This design comes from an exercise in tuning for small area on the open sky130 flow, not from production work.
Only simulation tests tie the RTL to the original design; equivalence was not proved.
The clock port is modelled as an ideal driver; clocking choices that lean on that would not hold on a real chip.
Power figures rest on the tool's default switching activity, not on a simulated workload.

==> design/flow/design.v <==
module hex_decoder(hex_digit, segments);
    input [3:0] hex_digit;
    output [6:0] segments;
    wire [15:0] s0 = 16'b0010_1000_0001_0010;
    wire [15:0] s1 = 16'b1101_1000_0110_0000;
    wire [15:0] s2 = 16'b1101_0000_0000_0100;
    wire [15:0] s3 = 16'b1000_0110_1001_0010;
    wire [15:0] s4 = 16'b0000_0010_1011_1010;
    wire [15:0] s5 = 16'b0010_0000_1000_1110;
    wire [15:0] s6 = 16'b0001_0000_1000_0011;
    assign segments = {s6[hex_digit], s5[hex_digit], s4[hex_digit], s3[hex_digit],
                       s2[hex_digit], s1[hex_digit], s0[hex_digit]};
endmodule
module bcd_decoder(d, seg);
    input [3:0] d;
    output [6:0] seg;
    wire A = d[3], B = d[2], C = d[1], D = d[0];
    wire a = A | C | (B & D) | (~B & ~D);
    wire b = ~B | (~C & ~D) | (C & D);
    wire c = B | ~C | D;
    wire dd = (~B & ~D) | (C & ~D) | (B & ~C & D) | (~B & C);
    wire e = (~B & ~D) | (C & ~D);
    wire f = A | (~C & ~D) | (B & ~C) | (B & ~D);
    wire g = A | (B & ~C) | (~B & C) | (C & ~D);
    assign seg = ~{g, f, e, dd, c, b, a};
endmodule
module game (
    CLOCK_50, rst, KEY, SW,
    VGA_HS, VGA_VS, VGA_BLANK_N, VGA_SYNC_N, VGA_R, VGA_G, VGA_B,
    ps2_clk, ps2_data,
    HEX0, HEX1, HEX2, HEX3, HEX4, HEX5, HEX6, HEX7,
    LEDR,
    fb_we, fb_waddr, fb_wdata, fb_raddr, fb_rdata
    );
    parameter FAST_DIV   = 15;
    parameter SLOW_DIV   = 30;
    parameter SECOND_DIV = 249;
    input       CLOCK_50;
    input       rst;
    input       [17:0] SW;
    input       [3:0] KEY;
    input       ps2_clk;
    input       ps2_data;
    output [6:0] HEX0, HEX1, HEX2, HEX3, HEX4, HEX6, HEX5, HEX7;
    output [0:0] LEDR;
    output      VGA_HS;
    output      VGA_VS;
    output      VGA_BLANK_N;
    output      VGA_SYNC_N;
    output      [9:0] VGA_R;
    output      [9:0] VGA_G;
    output      [9:0] VGA_B;
    output      fb_we;
    output      [14:0] fb_waddr;
    output      [2:0] fb_wdata;
    output      [14:0] fb_raddr;
    input       [2:0] fb_rdata;
    wire w, a, s, d, up, left, down, right;
    wire [3:0] counter0, counter1, counter2, counter3;
    wire fast = counter1[0];
    wire mv_tick;
    wire p1Dead, p2Dead;
    wire dead = p1Dead | p2Dead;
    wire reposition = ~KEY[0] | dead;
    wire [7:0] t1x, t2x;
    wire [6:0] t1y, t2y;
    ps2_keyboard_min kbd (
        .clk(CLOCK_50), .rst(rst), .ps2_clk(ps2_clk), .ps2_data(ps2_data),
        .w(w), .a(a), .s(s), .d(d), .up(up), .left(left), .down(down), .right(right));
    game_timer timer (
        .clk(CLOCK_50), .rst(rst), .run(SW[17]),
        .counter0(counter0), .counter1(counter1), .counter2(counter2), .counter3(counter3));
    bcd_decoder hx0(counter0, HEX0);
    bcd_decoder hx1(counter1, HEX1);
    bcd_decoder hx2(counter2, HEX2);
    hex_decoder hx3(counter3, HEX3);
    move_divider mdiv (
        .clk(CLOCK_50), .rst(rst), .run(SW[17]), .fast(fast), .tick(mv_tick));
    player #(.X0(8'd25)) pl1 (
        .clk(CLOCK_50), .rst(rst), .tick(mv_tick), .reposition(reposition),
        .dir_keep(KEY[3] | dead),
        .keys({a | SW[12], s | SW[11], w | SW[10], d | SW[9]}),
        .x(t1x), .y(t1y));
    player #(.X0(8'd135)) pl2 (
        .clk(CLOCK_50), .rst(rst), .tick(mv_tick), .reposition(reposition),
        .dir_keep(KEY[3] | dead),
        .keys({left | SW[3], down | SW[2], up | SW[1], right | SW[0]}),
        .x(t2x), .y(t2y));
    draw_control drw (
        .clk(CLOCK_50), .rst(rst), .reposition(reposition), .fast(fast),
        .t1x(t1x), .t1y(t1y), .t2x(t2x), .t2y(t2y),
        .p1Dead(p1Dead), .p2Dead(p2Dead),
        .fb_we(fb_we), .fb_waddr(fb_waddr), .fb_wdata(fb_wdata));
    assign LEDR[0] = dead;
    scores sc (
        .clk(CLOCK_50), .rst(rst), .reposition(reposition),
        .p1Dead(p1Dead), .p2Dead(p2Dead), .KEY(KEY[2:1]),
        .HEX4(HEX4), .HEX5(HEX5), .HEX6(HEX6), .HEX7(HEX7));
    vga_scan vga (
        .clk(CLOCK_50), .rst(rst),
        .fb_raddr(fb_raddr), .VGA_HS(VGA_HS), .VGA_VS(VGA_VS), .VGA_BLANK_N(VGA_BLANK_N));
    assign VGA_SYNC_N = 1'b1;
    assign VGA_R = {10{fb_rdata[2]}};
    assign VGA_G = {10{fb_rdata[1]}};
    assign VGA_B = {10{fb_rdata[0]}};
endmodule
module ps2_keyboard_min (
    input clk, input rst, input ps2_clk, input ps2_data,
    output reg w, a, s, d, up, left, down, right);
    reg [2:0] ps2_clk_s;
    reg [1:0] ps2_data_s;       
    reg [7:0] kb_shift;         
    reg [3:0] bit_count;        
    reg [3:0] last_key;         
    reg key_released;
    wire ps2_fall = ps2_clk_s[2] & ~ps2_clk_s[1];
    always @(posedge clk) begin
        ps2_data_s <= {ps2_data_s[0], ps2_data};
        if (ps2_fall && !bit_count[3])
            kb_shift <= {ps2_data_s[1], kb_shift[7:1]};
    end
    reg [3:0] key_class;
    always @(*) begin
        case (kb_shift)
            8'h1D: key_class = 4'd1;    
            8'h1B: key_class = 4'd2;    
            8'h1C: key_class = 4'd3;    
            8'h23: key_class = 4'd4;    
            8'h75: key_class = 4'd5;    
            8'h72: key_class = 4'd6;    
            8'h6B: key_class = 4'd7;    
            8'h74: key_class = 4'd8;    
            8'hF0: key_class = 4'd9;    
            default: key_class = 4'd0;
        endcase
    end
    always @(posedge clk) begin
        if (rst) begin
            ps2_clk_s <= 3'b111;
            bit_count <= 0;
            last_key <= 0;
            key_released <= 0;
            w <= 0; a <= 0; s <= 0; d <= 0;
            up <= 0; left <= 0; down <= 0; right <= 0;
        end else begin
            ps2_clk_s <= {ps2_clk_s[1:0], ps2_clk};
            if (ps2_fall) begin
                if (bit_count[3] & bit_count[1]) begin    
                    last_key <= key_class;
                    bit_count <= 0;
                end else
                    bit_count <= bit_count + 1'b1;
            end
            key_released <= (last_key == 4'd9);
            if (last_key == 4'd1) w <= ~key_released;
            if (last_key == 4'd2) s <= ~key_released;
            if (last_key == 4'd3) a <= ~key_released;
            if (last_key == 4'd4) d <= ~key_released;
            if (last_key == 4'd5) up <= ~key_released;
            if (last_key == 4'd6) down <= ~key_released;
            if (last_key == 4'd7) left <= ~key_released;
            if (last_key == 4'd8) right <= ~key_released;
        end
    end
endmodule
module game_timer (
    input clk, input rst, input run,
    output reg [3:0] counter0, counter1, counter2, counter3);
    reg [7:0] sec_count;    
    reg sec_clkout;
    wire sec_end = &{sec_count[7:3], sec_count[0]};    
    wire sec_tick = run & ~sec_clkout & sec_end;
    always @(posedge clk) begin
        if (rst) begin
            sec_count <= 0;
            sec_clkout <= 0;
        end else if (run) begin
            if (sec_end) begin
                sec_count <= 0;
                sec_clkout <= ~sec_clkout;
            end else
                sec_count <= sec_count + 1'b1;
        end
    end
    always @(posedge clk) begin
        if (rst) begin
            counter0 <= 0;
            counter1 <= 0;
            counter2 <= 0;
            counter3 <= 0;
        end else if (sec_tick) begin
            if (!(counter0[3] & counter0[0]))
                counter0 <= counter0 + 1'b1;
            else begin
                counter0 <= 0;
                counter1 <= counter1 + 1'b1;
            end
            if (counter1[3] & counter1[0]) begin
                counter1 <= 0;
                counter2 <= counter2 + 1'b1;
            end
            if (counter2[3] & counter2[0]) begin
                counter2 <= 0;
                counter3 <= counter3 + 1'b1;
            end
        end
    end
endmodule
module move_divider (
    input clk, input rst, input run, input fast, output tick);
    reg [4:0] mv_count;     
    reg mv_clkout;
    wire ge15 = mv_count[4] | (&mv_count[3:0]);
    wire ge30 = &mv_count[4:1];
    wire mv_wrap = fast ? ge15 : ge30;
    assign tick = run & ~mv_clkout & mv_wrap;
    always @(posedge clk) begin
        if (rst) begin
            mv_count <= 0;
            mv_clkout <= 0;
        end else if (run) begin
            if (mv_wrap) begin
                mv_count <= 0;
                mv_clkout <= ~mv_clkout;
            end else
                mv_count <= mv_count + 1'b1;
        end
    end
endmodule
module player #(parameter [7:0] X0 = 8'd25) (
    input clk, input rst, input tick, input reposition, input dir_keep,
    input [3:0] keys,
    output reg [7:0] x, output reg [6:0] y);
    reg [1:0] cs, ns;
    reg [1:0] turn;
    always @(*) begin
        turn = cs;
        if (cs[0] == 1'b0) begin
            if (keys == 4'b0001) turn = 2'd1;
            else if (keys == 4'b1000) turn = 2'd3;
        end else begin
            if (keys == 4'b0010) turn = 2'd2;
            else if (keys == 4'b0100) turn = 2'd0;
        end
    end
    always @(posedge clk) begin
        if (rst) begin
            cs <= 0; ns <= 0;
        end else begin
            ns <= turn;
            cs <= dir_keep ? ns : 2'd0;
        end
    end
    wire xdn = cs[1];           
    wire ydn = ~cs[1];          
    wire [7:0] xc, xn;
    wire [6:0] yc, yn;
    assign xc[0] = 1'b1;
    assign yc[0] = 1'b1;
    genvar k;
    generate
        for (k = 1; k < 8; k = k + 1) begin : gx
            assign xc[k] = xc[k-1] & (x[k-1] ^ xdn);
        end
        for (k = 1; k < 7; k = k + 1) begin : gy
            assign yc[k] = yc[k-1] & (y[k-1] ^ ydn);
        end
    endgenerate
    assign xn = x ^ xc;
    assign yn = y ^ yc;
    always @(posedge clk) begin
        if (rst) begin
            x <= X0;
            y <= 7'd100;
        end else if (tick) begin
            if (reposition) begin
                x <= X0;
                y <= 7'd100;
            end else if (cs[0])
                x <= xn;
            else
                y <= yn;
        end
    end
endmodule
module draw_control (
    input clk, input rst, input reposition, input fast,
    input [7:0] t1x, input [6:0] t1y, input [7:0] t2x, input [6:0] t2y,
    output reg p1Dead, output reg p2Dead,
    output fb_we, output [14:0] fb_waddr, output [2:0] fb_wdata);
    reg [7:0] i;            
    reg [6:0] j;            
    reg [7:0] x;            
    reg [6:0] y;            
    reg col_p1, col_p2;
    reg writeEn;
    reg [1:0] switch;       
    reg [4:0] counter;      
    wire heads = (t1x == t2x) && (t1y == t2y);
    wire die1 = heads || t1x == 8'd10 || t1x == 8'd149 || t1y == 7'd17 || t1y == 7'd108;
    wire die2 = heads || t2x == 8'd10 || t2x == 8'd149 || t2y == 7'd17 || t2y == 7'd108;
    wire j_end = j[6] & j[5] & j[3] & j[1] & j[0];     
    wire i_end = i[7] & i[4] & i[2];                   
    wire ge14 = counter[4] | (&counter[3:1]);
    wire ge29 = counter[4] & counter[3] & counter[2] & counter[0];
    wire cnt_wrap = fast ? ge14 : ge29;
    always @(posedge clk) begin
        if (rst) begin
            p1Dead <= 0;
            p2Dead <= 0;
            i <= 8'd11;
            j <= 7'd18;
            writeEn <= 0;
            switch <= 0;
            counter <= 0;
        end else if (reposition) begin
            writeEn <= 1;
            if (j_end) begin
                if (i_end) begin
                    p1Dead <= 0;
                    p2Dead <= 0;
                    i <= 8'd11;
                    writeEn <= 0;
                end else
                    i <= i + 1'b1;
                j <= 7'd18;
            end else
                j <= j + 1'b1;
        end else begin
            if (switch == 2'd0) begin
                if (die1) p1Dead <= 1;
                else begin
                    writeEn <= 1;
                    switch <= 2'd1;
                end
            end else if (switch == 2'd1) begin
                if (die2) p2Dead <= 1;
                else begin
                    writeEn <= 1;
                    switch <= 2'd2;
                end
            end else
                writeEn <= 0;
            if (cnt_wrap) begin
                counter <= 0;
                switch <= 0;
            end else
                counter <= counter + 1'b1;
        end
    end
    always @(posedge clk) begin
        if (reposition) begin
            x <= i;
            y <= j;
            col_p1 <= 0;
            col_p2 <= 0;
        end else if (switch == 2'd0) begin
            if (!die1) begin
                x <= t1x;
                y <= t1y;
                col_p1 <= 1;
                col_p2 <= 0;
            end
        end else if (switch == 2'd1) begin
            if (!die2) begin
                x <= t2x;
                y <= t2y;
                col_p1 <= 0;
                col_p2 <= 1;
            end
        end
    end
    assign fb_we = writeEn & (x < 8'd160) & (y < 7'd120);
    assign fb_waddr = {({1'b0, y, 2'b00} + {3'b000, y} + {7'b0, x[7:5]}), x[4:0]};
    assign fb_wdata = {col_p2, 1'b0, col_p1};
endmodule
module scores (
    input clk, input rst, input reposition, input p1Dead, input p2Dead,
    input [2:1] KEY,
    output [6:0] HEX4, HEX5, HEX6, HEX7);
    reg repos_q;            
    reg key2_q, key1_q;
    reg [3:0] sc_p1, sc_p2, hn_p1, hn_p2;    
    always @(posedge clk)
        repos_q <= reposition;
    function [3:0] bcd_inc;
        input [3:0] v;
        bcd_inc = (v[3] & v[0]) ? 4'd0 : v + 1'b1;
    endfunction
    always @(posedge clk) begin
        if (rst) begin
            key2_q <= 0; key1_q <= 0;
            sc_p1 <= 0; sc_p2 <= 0; hn_p1 <= 0; hn_p2 <= 0;
        end else begin
            key2_q <= ~KEY[2];
            key1_q <= ~KEY[1];
            if (p2Dead && !repos_q) sc_p1 <= bcd_inc(sc_p1);
            if (p1Dead && !repos_q) sc_p2 <= bcd_inc(sc_p2);
            if (~KEY[2] && !key2_q) hn_p1 <= bcd_inc(hn_p1);
            if (~KEY[1] && !key1_q) hn_p2 <= bcd_inc(hn_p2);
        end
    end
    bcd_decoder hx6(sc_p1, HEX6);
    bcd_decoder hx4(sc_p2, HEX4);
    bcd_decoder hx7(hn_p1, HEX7);
    bcd_decoder hx5(hn_p2, HEX5);
endmodule
module vga_scan (
    input clk, input rst,
    output [14:0] fb_raddr, output VGA_HS, output VGA_VS, output VGA_BLANK_N);
    reg [9:0] xCounter;     
    reg [9:0] yCounter;     
    wire x_end = xCounter[9] & xCounter[8] & (&xCounter[4:0]);    
    wire y_end = yCounter[9] & yCounter[3] & yCounter[2];           
    always @(posedge clk) begin
        if (rst) begin
            xCounter <= 0;
            yCounter <= 0;
        end else begin
            xCounter <= x_end ? 10'd0 : xCounter + 1'b1;
            if (x_end)
                yCounter <= y_end ? 10'd0 : yCounter + 1'b1;
        end
    end
    wire [7:0] sx = xCounter[9:2];
    wire [6:0] sy = yCounter[8:2];
    assign fb_raddr = {({1'b0, sy, 2'b00} + {3'b000, sy} + {7'b0, sx[7:5]}), sx[4:0]};
    wire x_lt2 = ~|xCounter[9:1];
    assign VGA_HS = ~((xCounter >= 10'd661) && (xCounter <= 10'd756));
    assign VGA_VS = ~(x_lt2 ? (yCounter == 10'd494 || yCounter == 10'd495)
                            : (yCounter == 10'd493 || yCounter == 10'd494));
    assign VGA_BLANK_N = ~x_lt2 && (xCounter <= 10'd641) && (yCounter < 10'd480);
endmodule
==> design/flow/run.sh <==
#!/bin/bash
# synth_recipe.tcl (not shown) runs the flow's synth.tcl, then flattens the netlist and writes it again
# the make line also repeats each setting of config.mk as NAME=value (left out here)
make -C /OpenROAD-flow-scripts/flow DESIGN_CONFIG=/design/flow/config.mk WORK_HOME=/design/flow/orfs CLKGATE_MAP_FILE= SYNTH_SCRIPT=/design/flow/synth_recipe.tcl finish
==> design/flow/config.mk <==
export PLATFORM = sky130hd
export DESIGN_NAME = game
export DESIGN_NICKNAME = game
export VERILOG_FILES = /design/flow/design.v
export SDC_FILE = /design/flow/constraint.sdc
export NUM_CORES = 4
export LEC_CHECK = 0
export CAP_MARGIN = 20
export CORE_MARGIN = 2
export CORE_UTILIZATION = 40
export PLACE_DENSITY = 0.6
export SLEW_MARGIN = 20
==> design/flow/constraint.sdc <==
create_clock -name core_clock -period 8.0 [get_ports {CLOCK_50}]
set_input_delay 1.6000 -clock core_clock [delete_from_list [all_inputs] [get_ports {CLOCK_50}]]
set_output_delay 1.6000 -clock core_clock [all_outputs]
set_load 0.01 [all_outputs]
==> flow_summary.json, run 1 <==
{
  "clk_latency_ns": 0.44,
  "min_period_over_period": 0.632,
  "path_class": "reg -> out",
  "maxSlewViolCount": 0,
  "required_ns": 6.40,
  "final_antenna_net_count": 0,
  "io_pins": 154,
  "grt_pass1_wl_um": 38800,
  "dieHeight_um": 169,
  "rsz0062_at_grt": "no",
  "critPathLaunchType": "register",
  "synth_ff_type": "dfxtp_1",
  "cts_max_level": 4,
  "cp_max_fo": 5,
  "dr.pass1.iters": 5,
  "post_cts_buffers": 0,
  "finalClockSkew_ns": 0.0133,
  "syn_inst": 1322,
  "layout_commonest_cell": "nor2_1",
  "setup_viol": 0,
  "ys_types": 71,
  "path_clk_slew_ns": 0.08,
  "antennaDiodeCount": 0,
  "holdWs_ns": 0.336,
  "endpoint_kind": "output pin",
  "power_density_nw_per_um2": 164,
  "slew-limit-headroom": 0.434,
  "synth_area_per_cell_um2": 8.23,
  "start_util": 0.406,
  "fin_nets": 1430,
  "dp_hpwl_um": 16100,
  "drive_gt1_frac": 0.0409,
  "power.leakage_nw": 4.58,
  "die_w_um": 169,
  "drc_errors": 0,
  "netlist_area_um2": 10900,
  "cts_tree": "done",
  "cts_hold_buf": 0,
  "multi_input_area_um2": 6230,
  "period_needed_ns": 5.05,
  "fmax_ghz": 0.198,
  "clock-sinks": 180,
  "setup-tns-final_ns": 0,
  "outcome": "finished clean",
  "maxCapViolations": 0,
  "core.rowCount": 60,
  "fillers": 2583,
  "hold_viol_final": 0,
  "power_mw": 2.03,
  "finish.utilization": 0.463,
  "dr_total_vias": 8753,
  "dieArea_um2": 28500,
  "post-place-ws_ns": 3.40,
  "core_um2": 26800,
  "ys_seq_area_frac": 0.352,
  "worstHoldPathType": "reg -> reg",
  "async_flop_share": 0,
  "synth_nets": 1421,
  "grt_antenna_before_repair": 0,
  "ir_worst_vdd_mv": 0.117,
  "wire_per_inst_um": 13.4,
  "grt_max_degree": 61,
  "synth-seq-cells": 180,
  "synth_edf_count": 23,
  "postCtsResizedCells": 0,
  "drt_iter0_markers": 437,
  "first_global_vias": 7982,
  "numPortBuffers": 109,
  "mostFrequentLayoutCells": "nor2_1, dfxtp_1, nand2_1",
  "layout.area.seq_um2": 3830,
  "crit_arrival_ns": 3.45,
  "ys_warn_count": 8,
  "clk_path_buf_depth": 2,
  "syn_to_final_growth_pct": 13.9,
  "root_buffer": "clkbuf_16",
  "cts_buffers": 17,
  "grt_use_total": 0.162,
  "worst_pin_slew_ns": 0.849,
  "gr-total-overflow": 0,
  "place.gp.congestion": 0.804,
  "fin_ws_ns": 2.95,
  "vias_per_cell": 5.19,
  "wl_um": 22500
}
==> final timing paths <==
path	start	endpoint	slack, ns	cells after the start
worst max register to register	timer.counter1[0]	pl2.y[1]	5.41	6
worst min register to register	kbd.ps2_data_s[0]	kbd.ps2_data_s[1]	0.34	0
worst min-delay path	kbd.ps2_data_s[0]	kbd.ps2_data_s[1]	0.34	0
worst max-delay path	vga.yCounter[2]	fb_raddr[12]	2.95	10
==> state kept, by name, indices dropped and copies added, names as in the netlist, 5 cells and up <==
name	flops
pl1.y	7
drw.x	8
pl2.x	8
drw.counter	5
drw.i	8
pl2.y	7
drw.j	7
pl1.x	8
vga.yCounter	10
vga.xCounter	10
kbd.kb_shift	8
drw.y	7
mdiv.mv_count	5
timer.sec_count	8
==> stage by stage <==
step	instances	cell area, µm²
finish	1685	12400
global route	1685	12400
CTS	1685	12400
detailed placement	1653	11800
global placement	1653	11800
floorplan	1322	10900
==> critical path, stage by stage, from the launching register on <==
cell and delay, ns:
dfxtp_1 0.41, inv_1 0.11, fa_1 0.53, inv_1 0.07, fa_1 0.46, a21o_1 0.20, a21oi_1 0.21, o21bai_1 0.09
a21oi_1 0.23, xnor2_1 0.15, clkdlybuf4s50_1 0.56
==> layout make-up <==
type	count	area share
clock inverter	14	0.0129
tap	341	0.0344
timing repair buffer	115	0.0912
sequential	180	0.309
inverter	44	0.0133
clock buffer	18	0.0363
multi-input combinational	973	0.503
==> cell usage after synthesis, types with 4 or more instances <==
cell | number | area (µm²)
clkbuf_2 | 4 | 20.0
clkbuf_1 | 61 | 229
and3_1 | 14 | 87.6
edfxtp_1 | 23 | 691
nand2_1 | 124 | 465
and2_1 | 7 | 43.8
a21oi_1 | 66 | 330
or2_2 | 7 | 43.8
mux2i_1 | 22 | 220
xor2_1 | 56 | 490
a311oi_1 | 4 | 35.0
nand4_1 | 23 | 144
o211ai_1 | 5 | 37.5
ha_1 | 66 | 826
a221oi_1 | 5 | 43.8
fa_1 | 4 | 80.1
or3_1 | 23 | 144
a211oi_1 | 15 | 113
buf_4 | 44 | 330
xnor2_1 | 66 | 578
nor4_1 | 5 | 31.3
nor4b_1 | 5 | 43.8
nand3_1 | 32 | 160
buf_1 | 9 | 33.8
buf_2 | 6 | 30.0
and4_1 | 4 | 35.0
a31oi_1 | 9 | 56.3
nand2b_1 | 17 | 106
or4_1 | 7 | 52.6
nor3_1 | 50 | 250
nor2_1 | 158 | 593
a41oi_1 | 5 | 43.8
dfxtp_1 | 157 | 3140
inv_1 | 43 | 161
nor4bb_1 | 6 | 60.1
a21o_1 | 8 | 60.1
o21ai_0 | 74 | 370
nor2b_1 | 23 | 144
nand3b_1 | 9 | 67.6
nor3b_1 | 8 | 60.1
==> report_power, final <==
part | switching (mW) | internal, mW
registers | 0.0262 | 0.936
logic | 0.102 | 0.107
clock network | 0.393 | 0.463
total | 0.522 | 1.51
==> kinds of logic after synthesis <==
logic type                 Yosys count  synth area share
adders and majority gates           70            0.0832
muxes                               22            0.0202
buffers and inverters              169            0.0753
and+or+nand+nor                    531             0.241
AOI/OAI and AO/OA                  226             0.130
DFF                                180             0.352
xor gates and xnor gates           122            0.0982
other                                2          0.000690
==> layer usage <==
| metal | part of all wire | up-vias | global-route usage | wire length (µm) |
|---|---|---|---|---|
| met2 | 0.47 | 127 | 0.267 | 10500 |
| met5 | 0 | - | 0 | 0 |
| met4 | 0.0093 | 0 | 0.0416 | 209 |
| met1 | 0.49 | 4071 | 0.219 | 11000 |
| li1 | - | 4535 | - | - |
| met3 | 0.035 | 20 | 0.0311 | 778 |
==> run 2: changes to the inputs <==
==> design/flow/flow/run.sh (new file) <==
#!/bin/bash
# Standard synthesis, then the combinational logic between the registers is
# mapped again for area (registers untouched), then the standard layout with
# the smallest port buffers and a clock tree of small clock buffers without
# dummy loads. Each tool's output goes to a log file in this folder.
set -euo pipefail
HERE=$(pwd)
R=$HERE/orfs/results/sky130hd/game/base
LIB=$FLOW_HOME/platforms/sky130hd/lib/sky130_fd_sc_hd__tt_025C_1v80.lib

# 1. standard synthesis
bash standard.sh synth > synth.log 2>&1

# 2. area re-mapping of the combinational logic
cp $R/1_2_yosys.v $HERE/std_synth.v
DU=""
for c in $(sed -n '/^export DONT_USE_CELLS/,/^#/p' $FLOW_HOME/platforms/sky130hd/config.mk | grep -oE 'sky130_fd_sc_hd__[a-z0-9_]+'); do
  DU="$DU -dont_use $c"
done
SEQ=$(grep -oE '^\s*sky130_fd_sc_hd__[a-z0-9_]+' std_synth.v | sort -u | grep -E '__(e?dfx|dfr|dfs|dfb|sdf|dl|conb)' | tr '\n' ' ')
cat > remap.ys <<YS
read_liberty -ignore_miss_func $LIB
read_verilog $HERE/std_synth.v
hierarchy -top game
blackbox $SEQ
flatten
opt_clean
read_liberty -lib -overwrite $LIB
abc -liberty $LIB $DU -script $HERE/flow/remap.abc
opt_clean -purge
splitnets
opt_clean -purge
hilomap -singleton -hicell sky130_fd_sc_hd__conb_1 HI -locell sky130_fd_sc_hd__conb_1 LO
insbuf -buf sky130_fd_sc_hd__buf_1 A X
opt_clean -purge
check -assert
stat -liberty $LIB
write_verilog -noattr -nohex -nodec $HERE/remap.v
YS
yosys -s remap.ys > remap.log 2>&1
if grep -qE '^\s*assign\s+\S+\s*=.*>>' remap.v; then echo "unmapped logic left" >&2; exit 1; fi
cp remap.v $R/1_2_yosys.v
rm -f $R/1_synth.odb $R/1_synth.sdc

# 3. layout
export BUFFER_PORTS_ARGS="-buffer_cell sky130_fd_sc_hd__buf_1"
export CTS_ARGS="-sink_clustering_enable -repair_clock_nets -buf_list sky130_fd_sc_hd__clkbuf_8 -dont_use_dummy_load"
bash standard.sh > layout.log 2>&1
==> design/flow/flow/remap.abc (new file) <==
strash
&get -n
&deepsyn -T 60
&put
dch -f
amap
topo
==> design/flow/standard.sh (new file) <==
#!/bin/bash
# synth_recipe.tcl (not shown) runs the flow's synth.tcl, then flattens the netlist and writes it again
# the make line also repeats each setting of config.mk as NAME=value (left out here)
make -C /OpenROAD-flow-scripts/flow DESIGN_CONFIG=/design/flow/config.mk WORK_HOME=/design/flow/orfs CLKGATE_MAP_FILE= SYNTH_SCRIPT=/design/flow/synth_recipe.tcl "${@:-finish}"
--- a/design/flow/config.mk
+++ b/design/flow/config.mk
@@ -6,7 +6,8 @@
 export NUM_CORES = 4
 export LEC_CHECK = 0
+export ABC_AREA = 1
 export CAP_MARGIN = 20
 export CORE_MARGIN = 2
-export CORE_UTILIZATION = 40
+export CORE_UTILIZATION = 60
 export PLACE_DENSITY = 0.6
 export SLEW_MARGIN = 20
removed: design/flow/run.sh
==> run 2 against run 1 <==
  * Critical path depth increased by 12
  * Register-to-register slack got worse by 0.46 ns
  * Sequential share of layout area increased by 10 points
  * Synthesized cell count decreased by 6.3%
  * Still clean on timing, DRC and antenna
  * Largest power group unchanged
  * Fmax decreased by 1.2%
==> flow_summary.json, run 2 <==
{
  "use_met3": 0.0603,
  "grt_use_total": 0.244,
  "swShare": 0.249,
  "worstPathCellList": "clkinv_1 -> nor2_1 -> clkinv_1 -> nand2_1 -> nand2_1 -> o21ai_0 -> nand2_1 -> o21ai_0 -> a21oi_1 -> o22ai_1 -> a21oi_1 -> nand2_1 -> nand3_1 -> o221a_1 -> or2_0 -> nand2_1 -> clkinv_1 -> o21ai_0 -> nor2_1 -> nor2_1 -> nor2_1 -> buf_1",
  "vias_per_cell": 5.64,
  "endpoint_kind": "output pin",
  "path_class": "reg -> out",
  "maxCapViolations": 0,
  "p_switching_mw": 0.390,
  "setup_viol": 0,
  "antennaDiodeCount": 0,
  "crit_top_cell": "nand2_1",
  "drt_iter0_markers": 513,
  "ir_worst_vdd_mv": 0.127,
  "grtUsageMet1": 0.319,
  "dp_hpwl_um": 14300,
  "layout.area.seq_um2": 3830,
  "fmax_ghz": 0.196,
  "die_w_um": 126,
  "clk_latency_ns": 0.46,
  "largestRegisters": "vga.xCounter (10), vga.yCounter (10)",
  "layout_commonest_cell": "nor2_1",
  "setup-tns-final_ns": 0,
  "start_util": 0.613,
  "grt_antenna_before_repair": 0,
  "final_antenna_net_count": 0,
  "gr-max-usage-layer": "met2",
  "critPathLaunchType": "register",
  "max_stage_delay_ns": 0.42,
  "maxSlewViolCount": 0,
  "layout.cells.non_filler": 1434,
  "rsz0062_at_grt": "no",
  "fillers": 1369,
  "root_buffer": "clkbuf_8",
  "synth_area_per_cell_um2": 7.17,
  "first_global_vias": 7112,
  "numPortBuffers": 109,
  "required_ns": 6.40,
  "finalClockSkew_ns": 0.0214,
  "critPathSlowestCell": "dfxtp_1",
  "post-place-ws_ns": 3.42,
  "outcome": "finished clean",
  "power.leakage_nw": 3.18,
  "power_frac_comb": 0.094,
  "p_int_mw": 1.18,
  "slew-limit-headroom": 0.440,
  "drive_gt1_frac": 0.0176,
  "multi_input_area_um2": 4010,
  "syn_to_final_growth_pct": 5.16,
  "clk_path_buf_depth": 2,
  "postCtsResizedCells": 0,
  "dieHeight_um": 126,
  "syn_inst": 1239,
  "dieArea_um2": 15800,
  "period_needed_ns": 5.11,
  "io_pins": 154,
  "core.rowCount": 44,
  "grt_pass1_wl_um": 32200,
  "clockPowerShare": 0.295,
  "core_um2": 14500,
  "fin_ws_ns": 2.89,
  "hold_viol_final": 0,
  "place.gp.congestion": 0.936,
  "fin_nets": 1281,
  "gr-usage-met2": 0.404,
  "power_density_nw_per_um2": 168,
  "grt_max_degree": 32,
  "netlist_area_um2": 8880,
  "dp.cells": 1417,
  "crit_arrival_ns": 3.51,
  "mostFrequentLayoutCells": "nor2_1, clkinv_1, dfxtp_1",
  "wl_um": 19100,
  "cts_max_level": 4,
  "dr.pass1.iters": 8,
  "ys_warn_count": 8,
  "cts_buffers": 17,
  "worst_pin_slew_ns": 0.833,
  "clock-sinks": 180,
  "drc_errors": 0,
  "seq_power_share": 0.611,
  "cts_tree": "done",
  "wire_per_inst_um": 13.3,
  "min_period_over_period": 0.639,
  "cp_max_fo": 6,
  "cts_hold_buf": 0,
  "worstHoldPathType": "reg -> reg",
  "synth_nets": 1268,
  "dr_total_vias": 8089,
  "post_cts_buffers": 0,
  "gr-total-overflow": 0,
  "path_clk_slew_ns": 0.09
}
## run 2: per-layer routing
metal	up-vias	share of wire
li1	4220	-
met1	3647	0.46
met5	-	0
met2	188	0.46
met4	0	0.014
met3	34	0.062
## run 2: power by group through the flow
stage          clock (mW)  sequential, mW  combinational, mW
2_1_floorplan           0           0.973              0.125
3_3_place_gp            0           0.976              0.145
3_5_place_dp            0           0.977              0.147
4_1_cts             0.473           0.956              0.148
5_1_grt             0.512           0.960              0.166
6_report            0.462           0.956              0.147
## run 2: per-stage QoR
| stage | instance area, µm² | utilization | power (mW) | hold slack (ns) |
|---|---|---|---|---|
| after floorplan | 8880 | - | 1.10 | 0.310 |
| after global placement | 9100 | 0.629 | 1.12 | 0.327 |
| after detailed placement | 9100 | 0.629 | 1.12 | 0.327 |
| after CTS | 9340 | 0.645 | 1.58 | 0.352 |
| after global routing | 9340 | 0.645 | 1.64 | 0.364 |
| final | 9340 | 0.645 | 1.57 | 0.347 |
## run 2: path summary, 6_finish.rpt
path	depth (start not counted)	to	slack, ns	start
setup / recovery	22	fb_raddr[13]	2.89	vga.xCounter[7]
hold / removal	0	kbd.ps2_data_s[1]	0.35	kbd.ps2_data_s[0]
setup reg to reg	11	pl1.y[6]	4.95	timer.counter1[0]
hold reg to reg	0	kbd.ps2_data_s[1]	0.35	kbd.ps2_data_s[0]
## run 2: cell type report
class / count / area share
multi-input cells: 782 / 0.429
flip-flops and latches: 180 / 0.411
inverters: 158 / 0.0635
repair buffers: 113 / 0.0472
clock buffers: 17 / 0.0251
well taps: 184 / 0.0247
## run 2: critical path: cells and delay by family, from the launching register on
kind	cells	cell delay, ns
buffers and inverters	4	0.42
AOI/OAI and AO/OA	7	1.10
and+or+nand+nor	11	1.12
DFF	1	0.42
==> run 3: changes to the inputs <==
--- a/design/flow/design.v
+++ b/design/flow/design.v
@@ -2,13 +2,12 @@
     input [3:0] hex_digit;
     output [6:0] segments;
-    wire [15:0] s0 = 16'b0010_1000_0001_0010;
-    wire [15:0] s1 = 16'b1101_1000_0110_0000;
-    wire [15:0] s2 = 16'b1101_0000_0000_0100;
-    wire [15:0] s3 = 16'b1000_0110_1001_0010;
-    wire [15:0] s4 = 16'b0000_0010_1011_1010;
-    wire [15:0] s5 = 16'b0010_0000_1000_1110;
-    wire [15:0] s6 = 16'b0001_0000_1000_0011;
-    assign segments = {s6[hex_digit], s5[hex_digit], s4[hex_digit], s3[hex_digit],
-                       s2[hex_digit], s1[hex_digit], s0[hex_digit]};
+    wire [3:0] d = hex_digit;
+    assign segments[0] = ~((~d[0] & ~d[2]) | (d[1] & d[2]) | (~d[0] & d[3]) | (d[1] & ~d[3]) | (d[0] & d[2] & ~d[3]) | (~d[1] & ~d[2] & d[3]));
+    assign segments[1] = (~d[0] & d[1] & d[2]) | (d[0] & d[1] & d[3]) | (~d[0] & d[2] & d[3]) | (d[0] & ~d[1] & d[2] & ~d[3]);
+    assign segments[2] = (~d[0] & d[2] & d[3]) | (d[1] & d[2] & d[3]) | (~d[0] & d[1] & ~d[2] & ~d[3]);
+    assign segments[3] = (d[0] & ~d[1] & ~d[2]) | (d[0] & d[1] & d[2]) | (~d[0] & ~d[1] & d[2] & ~d[3]) | (~d[0] & d[1] & ~d[2] & d[3]);
+    assign segments[4] = (d[0] & ~d[1] & ~d[2]) | (d[0] & ~d[3]) | (~d[1] & d[2] & ~d[3]);
+    assign segments[5] = ~((~d[0] & ~d[1]) | (~d[0] & d[2]) | (d[1] & d[3]) | (~d[2] & d[3]) | (~d[1] & d[2] & ~d[3]));
+    assign segments[6] = (~d[1] & ~d[2] & ~d[3]) | (d[0] & d[1] & d[2] & ~d[3]) | (~d[0] & ~d[1] & d[2] & d[3]);
 endmodule
 module bcd_decoder(d, seg);
@@ -108,57 +107,50 @@
     input clk, input rst, input ps2_clk, input ps2_data,
     output reg w, a, s, d, up, left, down, right);
-    reg [2:0] ps2_clk_s;
+    reg [2:0] ps2_clk_s;        
     reg [1:0] ps2_data_s;       
     reg [7:0] kb_shift;         
     reg [3:0] bit_count;        
-    reg [3:0] last_key;         
-    reg key_released;
+    reg took1, took2;           
+    reg was_f0;                 
     wire ps2_fall = ps2_clk_s[2] & ~ps2_clk_s[1];
+    wire take = ps2_fall & bit_count[3] & bit_count[1];    
     always @(posedge clk) begin
         ps2_data_s <= {ps2_data_s[0], ps2_data};
+        ps2_clk_s[2] <= ps2_clk_s[1];
         if (ps2_fall && !bit_count[3])
             kb_shift <= {ps2_data_s[1], kb_shift[7:1]};
     end
-    reg [3:0] key_class;
-    always @(*) begin
-        case (kb_shift)
-            8'h1D: key_class = 4'd1;    
-            8'h1B: key_class = 4'd2;    
-            8'h1C: key_class = 4'd3;    
-            8'h23: key_class = 4'd4;    
-            8'h75: key_class = 4'd5;    
-            8'h72: key_class = 4'd6;    
-            8'h6B: key_class = 4'd7;    
-            8'h74: key_class = 4'd8;    
-            8'hF0: key_class = 4'd9;    
-            default: key_class = 4'd0;
-        endcase
-    end
+    wire upd = took1 | took2;
+    wire val = took2 | ~was_f0;
     always @(posedge clk) begin
         if (rst) begin
-            ps2_clk_s <= 3'b111;
+            ps2_clk_s[1:0] <= 2'b11;
             bit_count <= 0;
-            last_key <= 0;
-            key_released <= 0;
+            took1 <= 0;
+            took2 <= 0;
+            was_f0 <= 0;
             w <= 0; a <= 0; s <= 0; d <= 0;
             up <= 0; left <= 0; down <= 0; right <= 0;
         end else begin
-            ps2_clk_s <= {ps2_clk_s[1:0], ps2_clk};
+            ps2_clk_s[1:0] <= {ps2_clk_s[0], ps2_clk};
             if (ps2_fall) begin
-                if (bit_count[3] & bit_count[1]) begin    
-                    last_key <= key_class;
+                if (take)
                     bit_count <= 0;
-                end else
+                else
                     bit_count <= bit_count + 1'b1;
             end
-            key_released <= (last_key == 4'd9);
-            if (last_key == 4'd1) w <= ~key_released;
-            if (last_key == 4'd2) s <= ~key_released;
-            if (last_key == 4'd3) a <= ~key_released;
-            if (last_key == 4'd4) d <= ~key_released;
-            if (last_key == 4'd5) up <= ~key_released;
-            if (last_key == 4'd6) down <= ~key_released;
-            if (last_key == 4'd7) left <= ~key_released;
-            if (last_key == 4'd8) right <= ~key_released;
+            took1 <= take;
+            took2 <= took1;
+            if (took1) was_f0 <= (kb_shift == 8'hF0);
+            if (upd) begin
+                if (kb_shift == 8'h1D) w <= val;
+                if (kb_shift == 8'h1B) s <= val;
+                if (kb_shift == 8'h1C) a <= val;
+                if (kb_shift == 8'h23) d <= val;
+                if (kb_shift == 8'h75) up <= val;
+                if (kb_shift == 8'h72) down <= val;
+                if (kb_shift == 8'h6B) left <= val;
+                if (kb_shift == 8'h74) right <= val;
+            end
         end
     end
@@ -167,7 +159,7 @@
     input clk, input rst, input run,
     output reg [3:0] counter0, counter1, counter2, counter3);
-    reg [7:0] sec_count;    
+    reg [7:0] sec_count;
     reg sec_clkout;
-    wire sec_end = &{sec_count[7:3], sec_count[0]};    
+    wire sec_end = &{sec_count[7:4], ~sec_count[2:0]};
     wire sec_tick = run & ~sec_clkout & sec_end;
     always @(posedge clk) begin
@@ -180,5 +172,5 @@
                 sec_clkout <= ~sec_clkout;
             end else
-                sec_count <= sec_count + 1'b1;
+                sec_count <= {sec_count[6:0], ~(sec_count[7] ^ sec_count[1] ^ sec_count[0])};
         end
     end
@@ -252,21 +244,16 @@
         end
     end
-    wire xdn = cs[1];           
-    wire ydn = ~cs[1];          
-    wire [7:0] xc, xn;
-    wire [6:0] yc, yn;
-    assign xc[0] = 1'b1;
-    assign yc[0] = 1'b1;
+    wire horiz = cs[0];
+    wire dn = ~(cs[0] ^ cs[1]);         
+    wire [7:0] v = horiz ? x : {1'b0, y};
+    wire [7:0] c, vn;
+    assign c[0] = 1'b1;
     genvar k;
     generate
-        for (k = 1; k < 8; k = k + 1) begin : gx
-            assign xc[k] = xc[k-1] & (x[k-1] ^ xdn);
-        end
-        for (k = 1; k < 7; k = k + 1) begin : gy
-            assign yc[k] = yc[k-1] & (y[k-1] ^ ydn);
+        for (k = 1; k < 8; k = k + 1) begin : gc
+            assign c[k] = c[k-1] & (v[k-1] ^ dn);
         end
     endgenerate
-    assign xn = x ^ xc;
-    assign yn = y ^ yc;
+    assign vn = v ^ c;
     always @(posedge clk) begin
         if (rst) begin
@@ -277,8 +264,8 @@
                 x <= X0;
                 y <= 7'd100;
-            end else if (cs[0])
-                x <= xn;
+            end else if (horiz)
+                x <= vn;
             else
-                y <= yn;
+                y <= vn[6:0];
         end
     end
@@ -297,7 +284,8 @@
     reg [1:0] switch;       
     reg [4:0] counter;      
+    wire [7:0] px = switch[0] ? t2x : t1x;
+    wire [6:0] py = switch[0] ? t2y : t1y;
     wire heads = (t1x == t2x) && (t1y == t2y);
-    wire die1 = heads || t1x == 8'd10 || t1x == 8'd149 || t1y == 7'd17 || t1y == 7'd108;
-    wire die2 = heads || t2x == 8'd10 || t2x == 8'd149 || t2y == 7'd17 || t2y == 7'd108;
+    wire die = heads || px == 8'd10 || px == 8'd149 || py == 7'd17 || py == 7'd108;
     wire j_end = j[6] & j[5] & j[3] & j[1] & j[0];     
     wire i_end = i[7] & i[4] & i[2];                   
@@ -329,5 +317,5 @@
         end else begin
             if (switch == 2'd0) begin
-                if (die1) p1Dead <= 1;
+                if (die) p1Dead <= 1;
                 else begin
                     writeEn <= 1;
@@ -335,5 +323,5 @@
                 end
             end else if (switch == 2'd1) begin
-                if (die2) p2Dead <= 1;
+                if (die) p2Dead <= 1;
                 else begin
                     writeEn <= 1;
@@ -350,23 +338,19 @@
     end
     always @(posedge clk) begin
-        if (reposition) begin
+        if (rst) begin
+            x <= 0;
+            y <= 0;
+            col_p1 <= 0;
+            col_p2 <= 0;
+        end else if (reposition) begin
             x <= i;
             y <= j;
             col_p1 <= 0;
             col_p2 <= 0;
-        end else if (switch == 2'd0) begin
-            if (!die1) begin
-                x <= t1x;
-                y <= t1y;
-                col_p1 <= 1;
-                col_p2 <= 0;
-            end
-        end else if (switch == 2'd1) begin
-            if (!die2) begin
-                x <= t2x;
-                y <= t2y;
-                col_p1 <= 0;
-                col_p2 <= 1;
-            end
+        end else if (!die) begin
+            x <= px;
+            y <= py;
+            col_p1 <= ~switch[0];
+            col_p2 <= switch[0];
         end
     end
==> run 3 against run 2 <==
  * Clock skew increased by 0.0035 ns
  * Clock-buffer cell count is the same
  * Still clean
  * Wire length is 0.73% lower
  * Hold slack got worse by 0.013 ns
  * Critical path depth fell by 1
  * Core utilization rose by 0.54 points
  * First-iteration DRC count is 12% higher
  * Total power about the same
  * Die area down 2.9%
  * Clock power down 0.9%
==> flow_summary.json, run 3 <==
{
  "r2r-end": "drw.y[0]",
  "dr.pass1.iters": 6,
  "max_stage_delay_ns": 0.35,
  "rrSetupSlack_ns": 4.85,
  "layout_commonest_cell": "nor2_1",
  "ys_warn_count": 8,
  "synth_area_per_cell_um2": 7.17,
  "fmax_ghz": 0.197,
  "grt_antenna_before_repair": 0,
  "wl_um": 18900,
  "die_w_um": 124,
  "clock-sinks": 178,
  "critPathSlowestCell": "dfxtp_1",
  "drc_errors": 0,
  "netlist_area_um2": 8620,
  "worstPathCellList": "clkinv_1 -> nor2_1 -> clkinv_1 -> nand2_1 -> nand2_1 -> nor3_1 -> a21oi_1 -> nor2_1 -> a21oi_1 -> nand2_1 -> clkinv_1 -> o21ai_0 -> o32a_1 -> nor2_1 -> nor2_1 -> nor2_1 -> a21oi_1 -> nor2_1 -> nor2_1 -> nor2_1 -> buf_1",
  "mostFrequentLayoutCells": "nor2_1, dfxtp_1, clkinv_1",
  "layout.cells.non_filler": 1392,
  "fin_nets": 1243,
  "rsz0062_at_grt": "no",
  "required_ns": 6.40,
  "crit_top_cell": "nor2_1",
  "cts_buffers": 17,
  "post-place-ws_ns": 3.41,
  "root_buffer": "clkbuf_8",
  "core_um2": 13900,
  "worst_hold_path.endpoint": "kbd.ps2_data_s[1]",
  "synth_nets": 1231,
  "dp_hpwl_um": 14000,
  "final_antenna_net_count": 0,
  "drive_gt1_frac": 0.0173,
  "drt_iter0_markers": 577,
  "finish.utilization": 0.650,
  "core.rowCount": 43,
  "clk_latency_ns": 0.46,
  "post_cts_buffers": 0,
  "power.leakage_nw": 2.97,
  "setup_viol": 0,
  "cp_max_fo": 4,
  "finalClockSkew_ns": 0.0248,
  "setup-tns-final_ns": 0,
  "dr_total_vias": 7960,
  "first_global_vias": 6836,
  "dieArea_um2": 15300,
  "r2r_cells": 11,
  "critPathLaunchType": "register",
  "path_class": "reg -> out",
  "clk_path_buf_depth": 2,
  "outcome": "finished clean",
  "power_density_nw_per_um2": 173,
  "gr-total-overflow": 0,
  "crit_arrival_ns": 3.49,
  "path_clk_slew_ns": 0.09,
  "ir_worst_vdd_mv": 0.143,
  "io_pins": 154,
  "antennaDiodeCount": 0,
  "postCtsResizedCells": 0,
  "cts_max_level": 4,
  "place.gp.congestion": 0.931,
  "fillers": 1310,
  "grt_use_total": 0.252,
  "power_mw": 1.57,
  "r2r-start": "pl1.y[0]",
  "worstHoldStart": "kbd.ps2_data_s[0]",
  "fin_ws_ns": 2.91,
  "start_util": 0.618,
  "cts_tree": "done",
  "maxSlewViolCount": 0,
  "wire_per_inst_um": 13.6,
  "dieHeight_um": 124,
  "min_period_over_period": 0.636,
  "syn_inst": 1202,
  "hold_depth": 0,
  "endpoint_kind": "output pin",
  "vias_per_cell": 5.72,
  "multi_input_area_um2": 3950,
  "period_needed_ns": 5.09,
  "largestRegisters": "vga.xCounter (10), vga.yCounter (10)",
  "cts_hold_buf": 0,
  "syn_to_final_growth_pct": 5.17,
  "worstHoldPathType": "reg -> reg",
  "dp.cells": 1375,
  "worst_pin_slew_ns": 0.953,
  "grt_max_degree": 38,
  "numPortBuffers": 109,
  "maxCapViolations": 0,
  "layout.area.seq_um2": 3640,
  "slew-limit-headroom": 0.362,
  "grt_pass1_wl_um": 31200,
  "hold_viol_final": 0
}
==> run 3: where the power goes <==
group | switching (mW) | internal (mW)
Clock | 0.270 | 0.188
Combinational | 0.114 | 0.0576
Sequential | 0.0215 | 0.916
==> run 3: critical path, delay by kind of cell (launching register included) <==
kind / cells / cell delay (ns)
buf+inv: 4 / 0.47
flops: 1 / 0.35
simple gates: 12 / 1.36
compound gates: 5 / 0.86
==> run 3: through the flow <==
stage / cell area [µm²] / hold slack [ns]
2_1_floorplan: 8620 / 0.310
6_report: 9060 / 0.334
3_5_place_dp: 8830 / 0.315
3_3_place_gp: 8830 / 0.310
5_1_grt: 9060 / 0.343
4_1_cts: 9060 / 0.338
==> run 3: worst max path at each step <==
stage                     cells past startpoint           end  slack [ns]  startpoint
final                                        21  fb_waddr[13]        2.91    drw.x[5]
after floorplan                              23  fb_waddr[13]        3.82    drw.y[1]
after CTS                                    21  fb_waddr[13]        2.90    drw.x[5]
after detailed placement                     21  fb_waddr[13]        3.41    drw.x[5]
after global placement                       23  fb_waddr[13]        3.45    drw.x[5]
after global routing                         23  fb_waddr[13]        2.36    drw.x[5]
==> run 3: layout make-up <==
type | instances | area share
Timing Repair Buffer | 112 | 0.0478
Multi-Input combinational cell | 751 | 0.436
Tap cell | 180 | 0.0249
Inverter | 154 | 0.0638
Sequential cell | 178 | 0.402
Clock buffer | 17 | 0.0258
==> run 3: per-layer routing <==
layer	share of wire	GRT usage
met1	0.48	0.340
met2	0.44	0.400
met3	0.062	0.0559
met4	0.018	0.0852
met5	0	0
==> run 4: changes to the inputs <==
--- a/design/flow/flow/run.sh
+++ b/design/flow/flow/run.sh
@@ -1,7 +1,8 @@
 #!/bin/bash
 # Standard synthesis, then the combinational logic between the registers is
-# mapped again for area (registers untouched), then the standard layout with
-# the smallest port buffers and a clock tree of small clock buffers without
-# dummy loads. Each tool's output goes to a log file in this folder.
+# mapped again for area with ABC (registers untouched; several random seeds,
+# the smallest result kept), then the standard layout with the smallest port
+# buffers and a clock tree of clkbuf_8 without dummy loads.
+# Each tool's output goes to a log file in this folder.
 set -euo pipefail
 HERE=$(pwd)
@@ -19,5 +20,8 @@
 done
 SEQ=$(grep -oE '^\s*sky130_fd_sc_hd__[a-z0-9_]+' std_synth.v | sort -u | grep -E '__(e?dfx|dfr|dfs|dfb|sdf|dl|conb)' | tr '\n' ' ')
-cat > remap.ys <<YS
+remap() {
+  S=$1
+  sed "s/@SEED@/$S/" flow/remap.abc > remap_$S.abc
+  cat > remap_$S.ys <<YS
 read_liberty -ignore_miss_func $LIB
 read_verilog $HERE/std_synth.v
@@ -27,5 +31,5 @@
 opt_clean
 read_liberty -lib -overwrite $LIB
-abc -liberty $LIB $DU -script $HERE/flow/remap.abc
+abc -liberty $LIB $DU -script $HERE/remap_$S.abc
 opt_clean -purge
 splitnets
@@ -35,9 +39,22 @@
 opt_clean -purge
 check -assert
-stat -liberty $LIB
-write_verilog -noattr -nohex -nodec $HERE/remap.v
+tee -o $HERE/remap_$S.stat stat -liberty $LIB
+write_verilog -noattr -nohex -nodec $HERE/remap_$S.v
 YS
-yosys -s remap.ys > remap.log 2>&1
-if grep -qE '^\s*assign\s+\S+\s*=.*>>' remap.v; then echo "unmapped logic left" >&2; exit 1; fi
+  yosys -s remap_$S.ys > remap_$S.log 2>&1 || true
+}
+for S in 0 1 2 3; do remap $S & done; wait
+for S in 4 5 6 7; do remap $S & done; wait
+BEST=""; BESTA=""
+for S in 0 1 2 3 4 5 6 7; do
+  [[ -f remap_$S.v && -f remap_$S.stat ]] || continue
+  if grep -qE '^\s*assign\s+\S+\s*=.*>>' remap_$S.v; then continue; fi
+  A=$(grep -oE 'Chip area for module .\\game.: [0-9.]+' remap_$S.stat | awk '{print $NF}')
+  [[ -n "$A" ]] || continue
+  echo "seed $S area $A" >> remap_choice.log
+  if [[ -z "$BESTA" ]] || awk "BEGIN{exit !($A < $BESTA)}"; then BEST=$S; BESTA=$A; fi
+done
+echo "chosen seed $BEST area $BESTA" >> remap_choice.log
+cp remap_$BEST.v $HERE/remap.v
 cp remap.v $R/1_2_yosys.v
 rm -f $R/1_synth.odb $R/1_synth.sdc
==> design/flow/flow/remap.abc (replaced) <==
strash
&get -n
&deepsyn -T 60 -S @SEED@
&put
dch -f
amap
topo
==> run 4 against run 3 <==
  * Sequential cell count stayed put
  * First-iteration DRC count is 15% lower
  * Design area is 0.21% lower
  * Core utilization is 0.13 points lower
  * Clock skew is 0.0057 ns higher
  * Largest cell class unchanged
  * Sequential power is 1% lower
==> flow_summary.json, run 4 <==
{
  "critPathSlowestCell": "dfxtp_1",
  "drt_iter0_markers": 490,
  "power_frac_comb": 0.070,
  "dieHeight_um": 124,
  "drc_errors": 0,
  "endpoint_kind": "output pin",
  "r2r_cells": 16,
  "root_buffer": "clkbuf_8",
  "setup-tns-final_ns": 0,
  "worst-path-buf-inv": 3,
  "min_period_over_period": 0.617,
  "hold_viol_final": 0,
  "vias_per_cell": 5.70,
  "period_needed_ns": 4.93,
  "start_util": 0.617,
  "grt_antenna_before_repair": 0,
  "worstHoldPathType": "reg -> reg",
  "cts_max_level": 4,
  "required_ns": 6.40,
  "path_delay_family": "compound AO/OA/AOI/OAI gates",
  "dr_total_vias": 7889,
  "drive_gt1_frac": 0.0183,
  "cp_max_fo": 6,
  "dp_hpwl_um": 13900,
  "maxCapViolations": 0,
  "fin_nets": 1236,
  "outcome": "finished clean",
  "fin_ws_ns": 3.07,
  "clockPowerShare": 0.309,
  "layout_commonest_cell": "nor2_1",
  "r2r-start": "timer.counter1[0]",
  "io_pins": 154,
  "setup.worst_path.start": "vga.xCounter[8]",
  "synth_area_per_cell_um2": 7.19,
  "ys_warn_count": 8,
  "post-place-ws_ns": 3.37,
  "clk_latency_ns": 0.46,
  "grt_use_total": 0.250,
  "mostFrequentLayoutCells": "nor2_1, dfxtp_1, clkinv_1",
  "worst_pin_slew_ns": 0.980,
  "dpl_cell_area_um2": 8810,
  "first_global_vias": 6760,
  "crit_arrival_ns": 3.33,
  "path_clk_slew_ns": 0.10,
  "numPortBuffers": 109,
  "ir_worst_vdd_mv": 0.108,
  "hold_depth": 0,
  "grt_pass1_wl_um": 30500,
  "worstPathCellList": "clkinv_1 -> nor2_1 -> a21oi_1 -> a22oi_1 -> o21ai_0 -> nor2_1 -> nor2_1 -> nor2_1 -> nor3_1 -> o32ai_1 -> nor2_1 -> clkinv_1 -> o21ai_0 -> nor2_1 -> a21oi_1 -> a221o_1 -> buf_1",
  "maxSlewViolCount": 0,
  "core_um2": 13900,
  "fillers": 1304,
  "post_cts_buffers": 0,
  "rsz0062_at_grt": "no",
  "p_switching_mw": 0.355,
  "synth_nets": 1223,
  "fmax_ghz": 0.203,
  "r2r-end": "pl1.y[6]",
  "clk_path_buf_depth": 2,
  "holdWs_ns": 0.340,
  "dr.pass1.iters": 5,
  "cts_hold_buf": 0,
  "power_density_nw_per_um2": 164,
  "largestRegisters": "vga.xCounter (10), vga.yCounter (10)",
  "p_int_mw": 1.13,
  "crit_end": "fb_raddr[12]",
  "fin_area_um2": 9040,
  "clock-sinks": 178,
  "die_w_um": 124,
  "postCtsResizedCells": 0,
  "gr-total-overflow": 0,
  "power.leakage_nw": 3.01,
  "wl_um": 18700,
  "path_class": "reg -> out",
  "critPathLaunchType": "register",
  "antennaDiodeCount": 0,
  "syn_to_final_growth_pct": 5.27,
  "cts_tree": "done",
  "slew-limit-headroom": 0.344,
  "netlist_area_um2": 8590,
  "swShare": 0.238,
  "core.rowCount": 43,
  "final_antenna_net_count": 0,
  "wire_per_inst_um": 13.5,
  "max_stage_delay_ns": 0.38,
  "dieArea_um2": 15300,
  "cts_buffers": 17,
  "crit_top_cell": "nor2_1",
  "rrSetupSlack_ns": 4.69,
  "grt_max_degree": 38,
  "crit_cells": 17,
  "syn_inst": 1194,
  "setup_viol": 0,
  "place.gp.congestion": 0.884,
  "finalClockSkew_ns": 0.0306,
  "seq_power_share": 0.622
}
-- run 4: layout make-up --
type	instances	area (µm²)	share of cell area
Clock buffer	17	234	0.0259
Inverter	149	559	0.0618
Multi-Input combinational cell	748	3940	0.436
Sequential cell	178	3640	0.403
Tap cell	180	225	0.0249
Timing Repair Buffer	113	440	0.0487
-- run 4: worst min-delay path by stage --
| stage | slack (ns) | start | endpoint |
|---|---|---|---|
| 6_report | 0.34 | kbd.ps2_data_s[0] | kbd.ps2_data_s[1] |
| 5_1_grt | 0.35 | kbd.ps2_data_s[0] | kbd.ps2_data_s[1] |
| 4_1_cts | 0.34 | kbd.ps2_data_s[0] | kbd.ps2_data_s[1] |
| 3_5_place_dp | 0.32 | kbd.ps2_data_s[0] | kbd.ps2_data_s[1] |
| 3_3_place_gp | 0.32 | kbd.ps2_data_s[0] | kbd.ps2_data_s[1] |
| 2_1_floorplan | 0.31 | kbd.ps2_data_s[0] | kbd.ps2_data_s[1] |
-- run 4: per-stage QoR --
stage                     power [mW]   util  std cells
final                           1.49  0.649       1385
after global routing            1.55  0.649       1385
after CTS                       1.50  0.649       1385
after detailed placement        1.05  0.632       1368
after global placement          1.05  0.632       1368
after floorplan                 1.03      -       1194
-- run 4: power groups by stage --
stage          Combinational [mW]  Clock, mW  Sequential (mW)
3_3_place_gp                0.103          0            0.945
4_1_cts                     0.104      0.468            0.925
2_1_floorplan              0.0887          0            0.941
6_report                    0.104      0.459            0.925
3_5_place_dp                0.104          0            0.945
5_1_grt                     0.119      0.500            0.928
-- run 4: metal layers --
metal / global-route usage / part of all wire / vias to the layer above
li1: - / - / 4130
met3: 0.0440 / 0.063 / 36
met1: 0.330 / 0.47 / 3499
met2: 0.405 / 0.45 / 224
met5: 0 / 0 / -
met4: 0.109 / 0.022 / 0
==> run 5: changes to the inputs <==
--- a/design/flow/flow/run.sh
+++ b/design/flow/flow/run.sh
@@ -3,5 +3,6 @@
 # mapped again for area with ABC (registers untouched; several random seeds,
 # the smallest result kept), then the standard layout with the smallest port
-# buffers and a clock tree of clkbuf_8 without dummy loads.
+# buffers and a clock tree of clkbuf_8 without dummy loads (leaf buffers with
+# light loads then made clkbuf_4, see post_cts.tcl).
 # Each tool's output goes to a log file in this folder.
 set -euo pipefail
@@ -46,6 +47,8 @@
 for S in 0 1 2 3; do remap $S & done; wait
 for S in 4 5 6 7; do remap $S & done; wait
+for S in 8 9 10 11; do remap $S & done; wait
+for S in 12 13 14 15; do remap $S & done; wait
 BEST=""; BESTA=""
-for S in 0 1 2 3 4 5 6 7; do
+for S in 0 1 2 3 4 5 6 7 8 9 10 11 12 13 14 15; do
   [[ -f remap_$S.v && -f remap_$S.stat ]] || continue
   if grep -qE '^\s*assign\s+\S+\s*=.*>>' remap_$S.v; then continue; fi
@@ -62,4 +65,5 @@
 # 3. layout
 export BUFFER_PORTS_ARGS="-buffer_cell sky130_fd_sc_hd__buf_1"
+export POST_CTS_TCL=$HERE/flow/post_cts.tcl
 export CTS_ARGS="-sink_clustering_enable -repair_clock_nets -buf_list sky130_fd_sc_hd__clkbuf_8 -dont_use_dummy_load"
 bash standard.sh > layout.log 2>&1
==> design/flow/flow/post_cts.tcl (new file) <==
proc leaf_worst_slew {inst} {
  set worst 0.0
  set out [get_pins -of_objects $inst -filter "direction==output"]
  foreach p [get_pins -of_objects [get_nets -of_objects $out] -filter "direction==input"] {
    foreach e {rise fall} {
      foreach a {min max} {
        set s [get_property $p slew_${a}_$e]
        if {[string is double -strict $s]} { set worst [expr {max($worst, $s)}] }
      }
    }
  }
  return $worst
}
estimate_parasitics -placement
set small [get_lib_cells */sky130_fd_sc_hd__clkbuf_4]
set big [get_lib_cells */sky130_fd_sc_hd__clkbuf_8]
set limit [expr {95e-12 / [sta::time_ui_sta 1.0]}]
set n 0
foreach inst [get_cells clkbuf_*] {
  if {[get_property $inst ref_name] ne "sky130_fd_sc_hd__clkbuf_8"} { continue }
  set out [get_pins -of_objects $inst -filter "direction==output"]
  set loads [get_pins -of_objects [get_nets -of_objects $out] -filter "direction==input"]
  set ffs 0
  foreach p $loads { if {[get_property $p is_clock]} { incr ffs } }
  if {$ffs == 0} { continue }
  replace_cell $inst $small
  estimate_parasitics -placement
  set w [leaf_worst_slew $inst]
  if {$w > $limit} {
    replace_cell $inst $big
    estimate_parasitics -placement
  } else {
    incr n
  }
}
puts "post_cts: $n clock buffers made clkbuf_4"
==> run 5 against run 4 <==
  * Clock-buffer cell count is the same
  * Combinational power grew 65%
  * Sequential share of layout area is essentially flat
  * Clock power shrank 3%
  * Still clean
  * Largest cell class unchanged
  * Synthesized area grew 0.31%
  * Non-clock buffer count shrank 1
  * Total power grew 4.4%
  * Design area is essentially flat
  * Final cell count grew 0.51%
  * Sequential cell count is the same
==> flow_summary.json, run 5 <==
{
  "outcome": "finished clean",
  "syn_inst": 1202,
  "grt_antenna_before_repair": 0,
  "netlist_area_um2": 8620,
  "rsz0062_at_grt": "no",
  "worst-path-buf-inv": 4,
  "ir_worst_vdd_mv": 0.143,
  "mostFrequentLayoutCells": "nor2_1, dfxtp_1, clkinv_1",
  "grt_use_total": 0.252,
  "maxSlewViolCount": 0,
  "min_period_over_period": 0.635,
  "hold_viol_final": 0,
  "grt_pass1_wl_um": 31200,
  "die_w_um": 124,
  "crit_top_cell": "nor2_1",
  "core.rowCount": 43,
  "start_util": 0.618,
  "worstPathCellList": "clkinv_1 -> nor2_1 -> clkinv_1 -> nand2_1 -> nand2_1 -> nor3_1 -> a21oi_1 -> nor2_1 -> a21oi_1 -> nand2_1 -> clkinv_1 -> o21ai_0 -> o32a_1 -> nor2_1 -> nor2_1 -> nor2_1 -> a21oi_1 -> nor2_1 -> nor2_1 -> nor2_1 -> buf_1",
  "largestRegisters": "vga.xCounter (10), vga.yCounter (10)",
  "dp.cells": 1375,
  "syn_to_final_growth_pct": 5.02,
  "hold_depth": 0,
  "critPathLaunchType": "register",
  "max_stage_delay_ns": 0.35,
  "numPortBuffers": 109,
  "layout_commonest_cell": "nor2_1",
  "dieArea_um2": 15300,
  "power.leakage_nw": 2.96,
  "critPathSlowestCell": "dfxtp_1",
  "core_um2": 13900,
  "drc_errors": 0,
  "vias_per_cell": 5.74,
  "antennaDiodeCount": 0,
  "finish.utilization": 0.649,
  "drt_iter0_markers": 544,
  "setup-tns-final_ns": 0,
  "drive_gt1_frac": 0.0173,
  "met2_length_um": 8440,
  "clk_latency_ns": 0.46,
  "wire_per_inst_um": 13.6,
  "power_density_nw_per_um2": 172,
  "fin_ws_ns": 2.92,
  "io_pins": 154,
  "worst_pin_slew_ns": 0.950,
  "gr-total-overflow": 0,
  "slew-limit-headroom": 0.364,
  "worstHoldPathType": "reg -> reg",
  "path_class": "reg -> out",
  "setup_viol": 0,
  "layout.cells.non_filler": 1392,
  "path_delay_family": "simple AND/OR/NAND/NOR gates",
  "period_needed_ns": 5.08,
  "maxCapViolations": 0,
  "finalClockSkew_ns": 0.0286,
  "holdWs_ns": 0.334,
  "dieHeight_um": 124,
  "dr.pass1.iters": 5,
  "cp_max_fo": 4,
  "final_antenna_net_count": 0,
  "top_layer": "met4",
  "crit_cells": 21,
  "path_clk_slew_ns": 0.09,
  "place.gp.congestion": 0.931,
  "grt_max_degree": 38,
  "crit_arrival_ns": 3.48,
  "wl_um": 18900,
  "dr_total_vias": 7994,
  "synth_area_per_cell_um2": 7.17,
  "fin_nets": 1243,
  "dp_hpwl_um": 14000,
  "clock-sinks": 178,
  "wl_met1_um": 8990,
  "post-place-ws_ns": 3.41,
  "synth_nets": 1231,
  "ys_warn_count": 8,
  "dr_wl_met3_um": 1210,
  "cts_tree": "done",
  "first_global_vias": 6835,
  "fmax_ghz": 0.197,
  "r2r_cells": 11,
  "endpoint_kind": "output pin",
  "required_ns": 6.40
}
run 5: cell count changes in the layout (fill, tap and decap cells not counted), moves of 5 or more:
cell	change
a22oi_1	+12
a222oi_1	-12
o21ai_0	-23
clkinv_1	+5
nor2_1	+16
o221ai_1	+11
nand3_1	-15
o31ai_1	+6
a31oi_1	+6
a21oi_1	-8
o21a_1	-5
o22ai_1	+5
a311oi_1	+6
a211oi_1	+12
run 5: report_power, final:
part	leakage, nW	switching, mW	internal [mW]	total [mW]
clock network	0.117	0.266	0.178	0.443
logic	1.39	0.114	0.0576	0.172
registers	1.46	0.0215	0.916	0.937
total	2.96	0.402	1.15	1.55
run 5: worst paths after layout:
path | from | endpoint | slack (ns)
worst min register to register | kbd.ps2_data_s[0] | kbd.ps2_data_s[1] | 0.33
worst max register to register | pl1.y[0] | drw.y[0] | 4.90
worst max-delay path | drw.x[5] | fb_waddr[13] | 2.92
worst min-delay path | kbd.ps2_data_s[0] | kbd.ps2_data_s[1] | 0.33
run 5: per-stage QoR:
step                      cell area [µm²]  power (mW)
after floorplan                      8620        1.10
after detailed placement             8830        1.13
after global routing                 9050        1.63
after global placement               8830        1.13
final                                9050        1.55
run 5: cell type report:
type                            instances  area [µm²]
Inverter                              154         578
Multi-Input combinational cell        751        3950
Clock buffer                           17         221
Timing Repair Buffer                  112         433
Tap cell                              180         225
Sequential cell                       178        3640
Fill cell                            1314        4880
run 5: layer usage:
metal  global-route usage  up-vias
li1                     -     4142
met3               0.0586       39
met1                0.338     3560
met2                0.400      253
met5                    0        -
met4               0.0852        0

-- static timing again, ports no longer ideal --
No port has a modelled driver above. Below, the same layouts with a new extraction and two added sets of constraints. Step 1 sets driving cells, clkbuf_16 on the clock port and buf_2 on the other inputs (assumed; they add their load-dependent delay and slew). Step 2 also shifts input and output timing later by t, the mid clock arrival at the registers, as if the neighbouring blocks saw the same clock. a / b / c = ideal ports / drivers / drivers and shift; a / b = the first two.
run | shift t [ns] | slack for setup (ns) | latest minus earliest clock arrival (ns) | worst register clock-pin slew, ns
run 1 | 0.478 | 2.947 / 2.899 / 3.378 | 0.015 / 0.015 | 0.08 / 0.08
run 2 | 0.485 | 2.886 / 2.848 / 3.333 | 0.021 / 0.022 | 0.09 / 0.09
run 3 | 0.480 | 2.911 / 2.877 / 3.357 | 0.029 / 0.029 | 0.09 / 0.09
run 4 | 0.485 | 3.067 / 3.027 / 3.323 | 0.032 / 0.033 | 0.10 / 0.10
run 5 | 0.475 | 2.922 / 2.888 / 3.363 | 0.028 / 0.028 | 0.09 / 0.09
After both steps setup and hold are still met in every run listed.
